This is an optimization exercise on Yosys and OpenROAD, whose aim is small area, not a production implementation.
The RTL was checked by simulation tests, not by an equivalence proof against the original design.
Power is estimated from default activity; no workload was simulated.

==> inputs of onyx <==
==> flow/design.v (excerpt) <==
module apb_uart (
   input  wire          clk,
                        rst_n,
   input  wire          UART_RX_I,
   output reg           UART_TX_O,
   output wire          tx_fifo_empty,
                        tx_fifo_full,
                        rx_fifo_empty,
                        rx_fifo_full,
   input  wire          PENABLE,
                        PSEL,
                        PWRITE,
   input  wire [31:0]   PWDATA,
                        PADDR,
   output reg           PREADY,
   output wire          PSLVERR,
   output wire [31:0]   PRDATA
);
clock: 10.0 ns
lec_check: 0
cap_margin: 20
core_margin: 2
core_utilization: 40
slew_margin: 20
standard.sh (not shown) runs the stock make flow with config.mk's settings and CLKGATE_MAP_FILE= SYNTH_SCRIPT=/design/flow/synth_recipe.tcl, a recipe that flattens the netlist after the stock synthesis.
==> flow/flow/run.sh <==
#!/bin/bash
# The standard layout, with three changes:
#  - synthesis: the standard synthesis (synth_recipe.tcl), then the combinational cells are
#    mapped again by ABC for area (flow/remap.tcl); the registers stay as they are;
#  - the port buffers are the smallest buffer cell (buf_1), and the buffers ABC added are removed;
#  - one tie cell drives all the constant outputs;
#  - clock tree: clkbuf_8 cells, clusters of up to 20 sinks, no dummy loads.
# Each tool's output is in the ORFS logs under orfs/logs; make's output goes to standard_flow.log.
set -euo pipefail
WORK=$(pwd)
printf 'source %s/synth_recipe.tcl\nsource %s/flow/remap.tcl\n' "$WORK" "$WORK" > "$WORK/remap_synth.tcl"
CTS="-sink_clustering_enable -repair_clock_nets -dont_use_dummy_load -buf_list sky130_fd_sc_hd__clkbuf_8 -sink_clustering_size 20 -sink_clustering_max_diameter 60"
bash standard.sh "SYNTH_SCRIPT=$WORK/remap_synth.tcl" "BUFFER_PORTS_ARGS=-buffer_cell sky130_fd_sc_hd__buf_1" \
   "CTS_ARGS=$CTS" REMOVE_ABC_BUFFERS=1 SKIP_REPAIR_TIE_FANOUT=1 finish > standard_flow.log 2>&1
==> flow/flow/remap.tcl <==
# Runs after synth_recipe.tcl, in the same Yosys session: maps the combinational cells of the
# standard synthesis back to logic and has ABC map that logic again for area. The registers are
# left as the standard synthesis made them (same instances, names and cell types).
set flowdir [file dirname [file normalize [info script]]]
set models $::env(OBJECTS_DIR)/comb_models.v
exec -- $::env(PYTHON_EXE) $flowdir/genmodels.py [lindex $::env(LIB_FILES) 0] $models
techmap -map $models
techmap
abc -script $flowdir/area.script {*}$lib_args {*}$lib_dont_use_args -constr $::env(OBJECTS_DIR)/abc.constr
opt_clean -purge
hilomap -singleton -hicell {*}$::env(TIEHI_CELL_AND_PORT) -locell {*}$::env(TIELO_CELL_AND_PORT)
splitnets
# left out here: clean up, hide names made inside functions
tee -o $::env(REPORTS_DIR)/remap_stat.txt stat {*}$lib_args
# left out here: write 1_2_yosys.v
Other scripts of this flow, unchanged in this note and not shown: flow/flow/area.script, flow/flow/genmodels.py
==> inputs of willow, as changes to onyx <==
==> flow/flow/holdmux_map.v (new file) <==
module sky130_fd_sc_hd__mux2_1 (A0, A1, S, X);
  input A0, A1, S;
  output X;
  sky130_fd_sc_hd__a22o_1 _TECHMAP_REPLACE_ (.A1(S), .A2(A1), .B1(~S), .B2(A0), .X(X));
endmodule
==> flow/flow/not_map.v (new file) <==
module \$_NOT_ (A, Y);
  input A;
  output Y;
  sky130_fd_sc_hd__inv_1 _TECHMAP_REPLACE_ (.A(A), .Y(Y));
endmodule
--- a/flow/flow/remap.tcl
+++ b/flow/flow/remap.tcl
@@ -10,2 +10,10 @@
 opt_clean -purge
+# ABC maps the hold multiplexers of the async-reset registers to mux2 cells; an a22o with the
+# inverted select, shared by the bits of a register, is smaller.
+select -set holdmux t:sky130_fd_sc_hd__dfrtp_* %ci1:+\[D\] %ci1:+\[X\] t:sky130_fd_sc_hd__mux2_1 %i
+techmap -map $flowdir/holdmux_map.v @holdmux
+simplemap
+opt_merge t:\$_NOT_
+techmap -map $flowdir/not_map.v
+opt_clean -purge
 hilomap -singleton -hicell {*}$::env(TIEHI_CELL_AND_PORT) -locell {*}$::env(TIELO_CELL_AND_PORT)
- CORE_UTILIZATION: 40 -> 55
==> inputs of violet, as changes to onyx <==
--- a/flow/flow/run.sh
+++ b/flow/flow/run.sh
@@ -13,2 +13,2 @@
 bash standard.sh "SYNTH_SCRIPT=$WORK/remap_synth.tcl" "BUFFER_PORTS_ARGS=-buffer_cell sky130_fd_sc_hd__buf_1" \
-   "CTS_ARGS=$CTS" REMOVE_ABC_BUFFERS=1 SKIP_REPAIR_TIE_FANOUT=1 finish > standard_flow.log 2>&1
+   "CTS_ARGS=$CTS" REMOVE_ABC_BUFFERS=1 SKIP_REPAIR_TIE_FANOUT=1 EARLY_SIZING_CAP_RATIO=6 "PRE_GLOBAL_PLACE_TCL=$WORK/flow/pre_gpl.tcl" finish > standard_flow.log 2>&1
==> flow/flow/holdmux_map.v (new file) <==
module sky130_fd_sc_hd__mux2_1 (A0, A1, S, X);
  input A0, A1, S;
  output X;
  sky130_fd_sc_hd__a22o_1 _TECHMAP_REPLACE_ (.A1(S), .A2(A1), .B1(~S), .B2(A0), .X(X));
endmodule
==> flow/flow/not_map.v (new file) <==
module \$_NOT_ (A, Y);
  input A;
  output Y;
  sky130_fd_sc_hd__inv_1 _TECHMAP_REPLACE_ (.A(A), .Y(Y));
endmodule
==> flow/flow/pre_gpl.tcl (new file) <==
# Before global placement: size drivers up by their load early, before buffering.
set_opt_config -set_early_sizing_cap_ratio $::env(EARLY_SIZING_CAP_RATIO)
--- a/flow/flow/remap.tcl
+++ b/flow/flow/remap.tcl
@@ -10,2 +10,10 @@
 opt_clean -purge
+# ABC maps the hold multiplexers of the async-reset registers to mux2 cells; an a22o with the
+# inverted select, shared by the bits of a register, is smaller.
+select -set holdmux t:sky130_fd_sc_hd__dfrtp_* %ci1:+\[D\] %ci1:+\[X\] t:sky130_fd_sc_hd__mux2_1 %i
+techmap -map $flowdir/holdmux_map.v @holdmux
+simplemap
+opt_merge t:\$_NOT_
+techmap -map $flowdir/not_map.v
+opt_clean -purge
 hilomap -singleton -hicell {*}$::env(TIEHI_CELL_AND_PORT) -locell {*}$::env(TIELO_CELL_AND_PORT)
==> comparison table <==
                                                             violet            onyx          willow
Result of the run                                     finished clean  finished clean  finished clean
Final-stage net count                                           1310            1304            1306
Clk pin slew, worst setup/hold paths                          110 ps           70 ps           70 ps
Fill cell total of the finished layout                          3434            3563            2270
Worst relative slew slack                                      22.2%           19.8%           27.5%
Vias in the first global route                                  9825            9488            9419
GR Layer Usage met2                                            31.7%           30.2%           40.8%
Ratio of routed vias to standard cells                          5.70            5.62            6.10
Largest net degree at the start of global routing                 55              76              55
Critical-path maximum fanout                                      13              11              13
Post-DP HPWL                                           25300 microns   24300 microns   24400 microns
DR WL/cell                                              22.2 microns    21.4 microns    22.7 microns
Final core utilization                                         44.7%           44.2%           60.3%
Switching power                                               607 uW          608 uW          599 uW
Placer congestion estimate                                     0.842           0.823           0.873
Worst setup slack before clock tree synthesis                4190 ps         4100 ps         4040 ps
Synthesized area per cell                                 13.7 sq um      13.9 sq um      13.7 sq um
Overall power consumption                                    2640 uW         2650 uW         2640 uW
First DRT Iteration DRCs                                         965             886             979
Stage delay of the slowest cell on the critical path          490 ps          580 ps          560 ps
Met3 Use GR                                                    2.70%           2.13%           3.18%
Max IR drop VDD                                               146 uV          140 uV          134 uV
Worst-margin pin slew                                        1160 ps         1200 ps         1080 ps
Post-placement cell area                                0.0165 sq mm    0.0166 sq mm    0.0163 sq mm

---

==> run a: inputs <==
==> flow/design.v <==
module apb_uart (
   input  wire          clk,
                        rst_n,
   input  wire          UART_RX_I,
   output reg           UART_TX_O,
   output wire          tx_fifo_empty,
                        tx_fifo_full,
                        rx_fifo_empty,
                        rx_fifo_full,
   input  wire          PENABLE,
                        PSEL,
                        PWRITE,
   input  wire [31:0]   PWDATA,
                        PADDR,
   output reg           PREADY,
   output wire          PSLVERR,
   output wire [31:0]   PRDATA
);
   wire       access   = PSEL & PENABLE;
   wire       addr_vld = ~|PADDR[31:3];
   wire [7:0] addr     = PADDR[7:0];
   reg        dap1, dap2;
   always @(posedge clk or negedge rst_n) begin
      if (!rst_n) begin
         dap1   <= 1'b0;
         dap2   <= 1'b0;
         PREADY <= 1'b0;
      end else begin
         dap1   <= access;
         dap2   <= dap1;
         PREADY <= dap2;
      end
   end
   wire acc_rdy = PREADY & access;
   wire w_en    = acc_rdy & addr_vld & PWRITE;
   assign PSLVERR = acc_rdy & ~addr_vld;
   reg       mdr;
   reg [7:0] dll, dlh, tbr;
   reg [5:0] lcr;
   reg [3:0] ier;
   reg [3:0] fsr_d;
   reg       tx_flag;
   wire      t_empty, t_full, r_empty, r_full;
   always @(posedge clk or negedge rst_n) begin
      if (!rst_n) begin
         mdr     <= 1'b0;
         dll     <= 8'd0;
         dlh     <= 8'd0;
         lcr     <= 6'd0;
         ier     <= 4'd0;
         tbr     <= 8'd0;
         fsr_d   <= 4'd0;
         tx_flag <= 1'b0;
      end else begin
         if (w_en) begin
            case (PADDR[2:0])
               3'd0: mdr <= PWDATA[0];
               3'd1: dll <= PWDATA[7:0];
               3'd2: dlh <= PWDATA[7:0];
               3'd3: lcr <= PWDATA[5:0];
               3'd4: ier <= PWDATA[3:0];
               3'd6: tbr <= PWDATA[7:0];
               default: ;
            endcase
         end
         fsr_d   <= {r_empty, r_full, t_empty, t_full};
         tx_flag <= w_en & (PADDR[2:0] == 3'd6);
      end
   end
   wire       osm = mdr;
   wire [1:0] wls = lcr[1:0];
   wire       stb = lcr[2];
   wire       pen = lcr[3];
   wire       eps = lcr[4];
   wire       bge = lcr[5];
   reg  [7:0] rbr;
   reg  [7:0] rd;
   always @(*) begin
      case (addr)
         8'd0: rd = {7'd0, mdr};
         8'd1: rd = dll;
         8'd2: rd = dlh;
         8'd3: rd = {2'd0, lcr};
         8'd4: rd = {4'd0, ier};
         8'd5: rd = {4'd0, fsr_d};
         8'd6: rd = tbr;
         default: rd = rbr;
      endcase
   end
   assign PRDATA = {24'd0, rd};
   reg  tx_flag_q, rx_flag_q;
   wire rx_flag = (addr == 8'd7);
   always @(posedge clk) begin
      tx_flag_q <= tx_flag;
      rx_flag_q <= rx_flag;
   end
   wire tx_push = tx_flag & ~tx_flag_q;
   wire rx_pop  = rx_flag & ~rx_flag_q;
   assign tx_fifo_empty = ier[1] & t_empty;
   assign tx_fifo_full  = ier[0] & t_full;
   assign rx_fifo_empty = ier[3] & r_empty;
   assign rx_fifo_full  = ier[2] & r_full;
   reg  [15:0] bcnt;
   reg         baud_clk;
   wire [15:0] bcnt_inc = bcnt + {15'd0, bge};
   wire        bmatch   = bge & (bcnt_inc == {dlh, dll});
   always @(posedge clk or negedge rst_n) begin
      if (!rst_n) begin
         bcnt     <= 16'd0;
         baud_clk <= 1'b0;
      end else begin
         bcnt     <= bmatch ? 16'd0 : bcnt_inc;
         baud_clk <= bge ? bmatch : baud_clk;
      end
   end
   wire baud_en = baud_clk & bge;
   reg  [4:0] twp, trp;
   reg  [7:0] tram [0:15];
   reg  [7:0] tx_data;
   wire       tx_pop;
   assign t_empty = (twp == trp);
   assign t_full  = (twp[3:0] == trp[3:0]) & (twp[4] ^ trp[4]);
   wire   t_wen   = tx_push & ~t_full;
   wire   t_ren   = tx_pop & ~t_empty;
   always @(posedge clk) begin
      if (t_wen) tram[twp[3:0]] <= tbr;
      if (t_ren) tx_data <= tram[trp[3:0]];
   end
   always @(posedge clk or negedge rst_n) begin
      if (!rst_n) begin
         twp <= 5'd0;
         trp <= 5'd0;
      end else begin
         twp <= twp + {4'd0, t_wen};
         trp <= trp + {4'd0, t_ren};
      end
   end
   reg  [4:0] rwp, rrp;
   reg  [7:0] rram [0:15];
   wire       rx_push;
   reg  [7:0] rx_data;
   assign r_empty = (rwp == rrp);
   assign r_full  = (rwp[3:0] == rrp[3:0]) & (rwp[4] ^ rrp[4]);
   wire   r_wen   = rx_push & ~r_full;
   wire   r_ren   = rx_pop & ~r_empty;
   always @(posedge clk) begin
      if (r_wen) rram[rwp[3:0]] <= rx_data;
      if (r_ren) rbr <= rram[rrp[3:0]];
   end
   always @(posedge clk or negedge rst_n) begin
      if (!rst_n) begin
         rwp <= 5'd0;
         rrp <= 5'd0;
      end else begin
         rwp <= rwp + {4'd0, r_wen};
         rrp <= rrp + {4'd0, r_ren};
      end
   end
   localparam [2:0] S_IDLE = 3'd0, S_START = 3'd1, S_DATA = 3'd2,
                    S_PARITY = 3'd3, S_STOP1 = 3'd4, S_STOP2 = 3'd5;
   reg  [3:0] ttc;
   reg        ttick;
   wire       ttc_end = (ttc == (osm ? 4'd12 : 4'd15));
   always @(posedge clk or negedge rst_n) begin
      if (!rst_n) begin
         ttc   <= 4'd0;
         ttick <= 1'b0;
      end else begin
         ttick <= baud_en & ttc_end;
         ttc   <= (baud_en & ttc_end) ? 4'd0 : ttc + {3'd0, baud_en};
      end
   end
   reg  [4:0] ts;
   wire       t_in_data = ts[4] | ts[3];
   wire [3:0] tc        = {ts[4] & ts[3], ts[2:0]};
   wire [3:0] tc1       = tc + 4'd1;
   wire       tovf1     = ~ts[4] | (tc[2:0] == 3'd7);
   wire       tdone     = (tc == {2'b01, wls});
   wire [4:0] t_stop    = t_empty ? {2'b00, S_IDLE} : {2'b00, S_START};
   always @(posedge clk or negedge rst_n) begin
      if (!rst_n) begin
         ts <= {2'b00, S_IDLE};
      end else if (ttick) begin
         if (t_in_data) begin
            if (tdone)
               ts <= {2'b00, pen ? S_PARITY : S_STOP1};
            else
               ts <= (tovf1 & ~tc1[3]) ? {2'b01, tc1[2:0]} : {1'b1, tc1};
         end else begin
            case (ts[2:0])
               S_IDLE:   if (!t_empty) ts <= {2'b00, S_START};
               S_START:  ts <= 5'b10000;
               S_PARITY: ts <= {2'b00, S_STOP1};
               S_STOP1:  ts <= stb ? {2'b00, S_STOP2} : t_stop;
               S_STOP2:  ts <= t_stop;
               default:  ts <= {2'b00, S_IDLE};
            endcase
         end
      end
   end
   wire t_start = (ts == {2'b00, S_START});
   reg  tstart_q;
   always @(posedge clk) tstart_q <= t_start;
   assign tx_pop = t_start & ~tstart_q;
   wire serial_out = ts[4] & ~ts[3] & tx_data[ts[2:0]];
   reg  xor_all;
   always @(*) begin
      case (wls)
         2'b00: xor_all = ^tx_data[4:0];
         2'b01: xor_all = ^tx_data[5:0];
         2'b10: xor_all = ^tx_data[6:0];
         default: xor_all = ^tx_data[7:0];
      endcase
   end
   wire parity = eps ? xor_all : ~xor_all;
   always @(*) begin
      if (t_in_data)
         UART_TX_O = serial_out;
      else if (ts[2:0] == S_START)
         UART_TX_O = 1'b0;
      else if (ts[2:0] == S_PARITY)
         UART_TX_O = parity;
      else
         UART_TX_O = 1'b1;
   end
   reg  [4:0] rs;
   wire       r_in_data = rs[4];
   wire       r_idle    = (rs == {2'b00, S_IDLE});
   reg  [3:0] rtc;
   reg        rtmp, rtq;
   wire       rtc_mid = (rtc == (osm ? 4'd6 : 4'd7));
   wire       rtc_max = (rtc == (osm ? 4'd12 : 4'd15));
   always @(posedge clk or negedge rst_n) begin
      if (!rst_n) begin
         rtc  <= 4'd0;
         rtmp <= 1'b0;
      end else begin
         rtc  <= (r_idle | (baud_en & rtc_max)) ? 4'd0 : rtc + {3'd0, baud_en};
         rtmp <= ~r_idle & (baud_en ? rtc_mid : rtmp);
      end
   end
   always @(posedge clk) rtq <= rtmp;
   wire rtick = rtmp & ~rtq;
   wire rdone = (rs[3:0] == {2'b01, wls});
   wire [4:0] r_stop = {2'b00, stb ? S_STOP1 : S_STOP2};
   always @(posedge clk or negedge rst_n) begin
      if (!rst_n) begin
         rs <= {2'b00, S_IDLE};
      end else if (r_in_data) begin
         if (rtick)
            rs <= rdone ? (pen ? {2'b00, S_PARITY} : r_stop) : {1'b1, rs[3:0] + 4'd1};
      end else begin
         case (rs[3:0])
            {1'b0, S_IDLE}:   if (!UART_RX_I) rs <= {2'b00, S_START};
            {1'b0, S_START}:  if (rtick) rs <= 5'b10000;
            {1'b0, S_PARITY}: if (rtick) rs <= r_stop;
            {1'b0, S_STOP1}:  if (rtick) rs <= {2'b00, S_STOP2};
            {1'b0, S_STOP2}:  if (rtick) rs <= UART_RX_I ? {2'b00, S_IDLE} : {2'b00, S_START};
            default:          rs <= {2'b00, S_IDLE};
         endcase
      end
   end
   wire r_stop2 = (rs == {2'b00, S_STOP2});
   reg [7:0] sipo;
   reg       rstop2_q;
   always @(posedge clk) begin
      if (rtick & r_in_data) sipo <= {UART_RX_I, sipo[7:1]};
      rstop2_q <= r_stop2;
   end
   assign rx_push = r_stop2 & ~rstop2_q;
   always @(*) begin
      case (wls)
         2'b00: rx_data = {3'b000, sipo[7:3]};
         2'b01: rx_data = {2'b00, sipo[7:2]};
         2'b10: rx_data = {1'b0, sipo[7:1]};
         default: rx_data = sipo;
      endcase
   end
endmodule
==> flow/flow/run.sh <==
#!/bin/bash
# The standard layout, with three changes:
#  - synthesis: the standard synthesis (synth_recipe.tcl), then the combinational cells are
#    mapped again by ABC for area (flow/remap.tcl); the registers stay as they are;
#  - the port buffers are the smallest buffer cell (buf_1), and the buffers ABC added are removed;
#  - one tie cell drives all the constant outputs;
#  - clock tree: clkbuf_8 cells, clusters of up to 20 sinks, no dummy loads.
# Each tool's output is in the ORFS logs under orfs/logs; make's output goes to standard_flow.log.
set -euo pipefail
WORK=$(pwd)
printf 'source %s/synth_recipe.tcl\nsource %s/flow/remap.tcl\n' "$WORK" "$WORK" > "$WORK/remap_synth.tcl"
CTS="-sink_clustering_enable -repair_clock_nets -dont_use_dummy_load -buf_list sky130_fd_sc_hd__clkbuf_8 -sink_clustering_size 20 -sink_clustering_max_diameter 60"
bash standard.sh "SYNTH_SCRIPT=$WORK/remap_synth.tcl" "BUFFER_PORTS_ARGS=-buffer_cell sky130_fd_sc_hd__buf_1" \
   "CTS_ARGS=$CTS" REMOVE_ABC_BUFFERS=1 SKIP_REPAIR_TIE_FANOUT=1 finish > standard_flow.log 2>&1
==> flow/flow/area.script <==
strash
&get -n
&deepsyn -T 30
&put
dch
map -a -B 0
mfs2
&get -n
&st
&dch
&nf -R 1000
&put
topo
==> flow/flow/genmodels.py <==
# Writes Verilog models of the combinational cells of a liberty file (from each output pin's
# function), for yosys to techmap mapped cells back into logic.
import re, sys
lib = open(sys.argv[1]).read()
out = open(sys.argv[2], 'w')
names = []
cells = [(m.start(), m.group(1)) for m in re.finditer(r'\bcell\s*\(\s*"?([\w]+)"?\s*\)', lib)]
for i, (p, name) in enumerate(cells):
    body = lib[p:cells[i + 1][0] if i + 1 < len(cells) else len(lib)]
    if re.search(r'\b(ff|latch|statetable)\s*\(', body):
        continue
    pins = []
    for m in re.finditer(r'\bpin\s*\(\s*"?(\w+)"?\s*\)\s*\{', body):
        # pin body up to the matching brace
        d, j = 1, m.end()
        while d:
            d += {'{': 1, '}': -1}.get(body[j], 0); j += 1
        pb = body[m.end():j]
        dirm = re.search(r'direction\s*:\s*"?(\w+)"?', pb)
        fm = re.search(r'\bfunction\s*:\s*"([^"]*)"', pb)
        pins.append((m.group(1), dirm.group(1) if dirm else '', fm.group(1) if fm else None))
    outs = [p for p in pins if p[1] == 'output']
    ins = [p for p in pins if p[1] == 'input']
    if not outs or any(o[2] is None for o in outs) or 'tristate' in body or not ins and not outs:
        continue
    if any(re.search(r'\b(three_state)\b', body) for _ in [0]):
        continue
    names.append(name)
    out.write(f'module {name} ({", ".join(p[0] for p in ins + outs)});\n')
    for p in ins: out.write(f'  input {p[0]};\n')
    for p in outs:
        f = p[2]
        f = re.sub(r'\)\s*\(', ') & (', f)
        f = re.sub(r'(\w|\))\s+(?=[\w!(])', r'\1 & ', f)
        f = f.replace('!', '~').replace('*', '&').replace('+', '|')
        out.write(f'  output {p[0]};\n  assign {p[0]} = {f};\n')
    out.write('endmodule\n')
==> flow/flow/holdmux_map.v <==
module sky130_fd_sc_hd__mux2_1 (A0, A1, S, X);
  input A0, A1, S;
  output X;
  sky130_fd_sc_hd__a22o_1 _TECHMAP_REPLACE_ (.A1(S), .A2(A1), .B1(~S), .B2(A0), .X(X));
endmodule
==> flow/flow/not_map.v <==
module \$_NOT_ (A, Y);
  input A;
  output Y;
  sky130_fd_sc_hd__inv_1 _TECHMAP_REPLACE_ (.A(A), .Y(Y));
endmodule
==> flow/flow/remap.tcl <==
# Runs after synth_recipe.tcl, in the same Yosys session: maps the combinational cells of the
# standard synthesis back to logic and has ABC map that logic again for area. The registers are
# left as the standard synthesis made them (same instances, names and cell types).
set flowdir [file dirname [file normalize [info script]]]
set models $::env(OBJECTS_DIR)/comb_models.v
exec -- $::env(PYTHON_EXE) $flowdir/genmodels.py [lindex $::env(LIB_FILES) 0] $models
techmap -map $models
techmap
abc -script $flowdir/area.script {*}$lib_args {*}$lib_dont_use_args -constr $::env(OBJECTS_DIR)/abc.constr
opt_clean -purge
# ABC maps the hold multiplexers of the async-reset registers to mux2 cells; an a22o with the
# inverted select, shared by the bits of a register, is smaller.
select -set holdmux t:sky130_fd_sc_hd__dfrtp_* %ci1:+\[D\] %ci1:+\[X\] t:sky130_fd_sc_hd__mux2_1 %i
techmap -map $flowdir/holdmux_map.v @holdmux
simplemap
opt_merge t:\$_NOT_
techmap -map $flowdir/not_map.v
opt_clean -purge
hilomap -singleton -hicell {*}$::env(TIEHI_CELL_AND_PORT) -locell {*}$::env(TIELO_CELL_AND_PORT)
splitnets
# left out here: clean up, hide names made inside functions
tee -o $::env(REPORTS_DIR)/remap_stat.txt stat {*}$lib_args
# left out here: write 1_2_yosys.v
==> flow/standard.sh <==
#!/bin/bash
# synth_recipe.tcl (not shown) runs the flow's synth.tcl, then flattens the netlist and writes it again
# the make line also repeats each setting of config.mk as NAME=value (left out here)
make -C /OpenROAD-flow-scripts/flow DESIGN_CONFIG=/design/flow/config.mk WORK_HOME=/design/flow/orfs CLKGATE_MAP_FILE= SYNTH_SCRIPT=/design/flow/synth_recipe.tcl "${@:-finish}"
==> flow/config.mk <==
export PLATFORM = sky130hd
export DESIGN_NAME = apb_uart
export DESIGN_NICKNAME = apb_uart
export VERILOG_FILES = /design/flow/design.v
export SDC_FILE = /design/flow/constraint.sdc
export NUM_CORES = 4
export LEC_CHECK = 0
export CAP_MARGIN = 20
export CORE_MARGIN = 2
export CORE_UTILIZATION = 30
export SLEW_MARGIN = 20
==> flow/constraint.sdc <==
create_clock -name core_clock -period 10.0 [get_ports {clk}]
set_input_delay 2.0000 -clock core_clock [delete_from_list [all_inputs] [get_ports {clk}]]
set_output_delay 2.0000 -clock core_clock [all_outputs]
set_load 0.01 [all_outputs]
==> run b: changes against run a <==
Settings changed: CORE_UTILIZATION 30 to 40.
==> run c: changes against run a <==
--- a/flow/flow/remap.tcl
+++ b/flow/flow/remap.tcl
@@ -11,8 +11,7 @@
 # ABC maps the hold multiplexers of the async-reset registers to mux2 cells; an a22o with the
 # inverted select, shared by the bits of a register, is smaller.
-select -set holdmux t:sky130_fd_sc_hd__dfrtp_* %ci1:+\[D\] %ci1:+\[X\] t:sky130_fd_sc_hd__mux2_1 %i
+select -set holdmux t:sky130_fd_sc_hd__dfrtp_* %ci1:+[D] %ci1:+[X] t:sky130_fd_sc_hd__mux2_1 %i
 techmap -map $flowdir/holdmux_map.v @holdmux
-simplemap
-opt_merge t:\$_NOT_
+opt_merge
 techmap -map $flowdir/not_map.v
 opt_clean -purge
Settings changed: CORE_UTILIZATION 30 to 40.
==> notes.md <==
Run a produced a clean layout. Run b completed with no timing, DRC or antenna violations. Run c stopped in synthesis (1_2_yosys).
Of run b and run a, run b has the higher clock power (gap about 1%, measured against run a).
In combinational power, run b and run a hardly differ.
Synthesized cell count is the same in run a and run b.
Against run b, the worst setup slack of run a is lower by 0.23 ns.

## port drivers added, routing unchanged
The flow's constraints put no driver on any port. The routed layouts listed below were extracted and timed again, unchanged, in two steps.
Step 1 sets driving cells, clkbuf_16 on the clock port and buf_2 on the other inputs (assumed; they add their load-dependent delay and slew).
Step 2 moves the port delays by t, midway between the first and last clock arrival at a register: inputs arrive t later, outputs are due t later. That takes back most of the time a late clock gives input paths.
Three values: ideal ports, drivers, drivers and shift; two values: the first two.
| run | t, ns | setup slack, ns | worst hold slack (ns) | worst register clock-pin slew, ns |
|---|---|---|---|---|
| onyx | 0.636 | 4.047 / 4.017 / 4.017 | 0.360 / 0.360 / 0.360 | 0.12 / 0.12 |
| willow | 0.631 | 3.937 / 3.897 / 3.897 | 0.350 / 0.350 / 0.350 | 0.11 / 0.11 |
| violet | 0.635 | 4.146 / 4.114 / 4.114 | 0.363 / 0.363 / 0.363 | 0.12 / 0.12 |
| run a | 0.635 | 3.919 / 3.868 / 3.868 | 0.368 / 0.368 / 0.368 | 0.12 / 0.12 |
| run b | 0.635 | 4.146 / 4.114 / 4.114 | 0.363 / 0.363 / 0.363 | 0.12 / 0.12 |
After both steps setup and hold are still met in every run listed. The setup slack of run a, which loses most, moves by -0.051 ns with the drivers and by -0.051 ns with both steps.
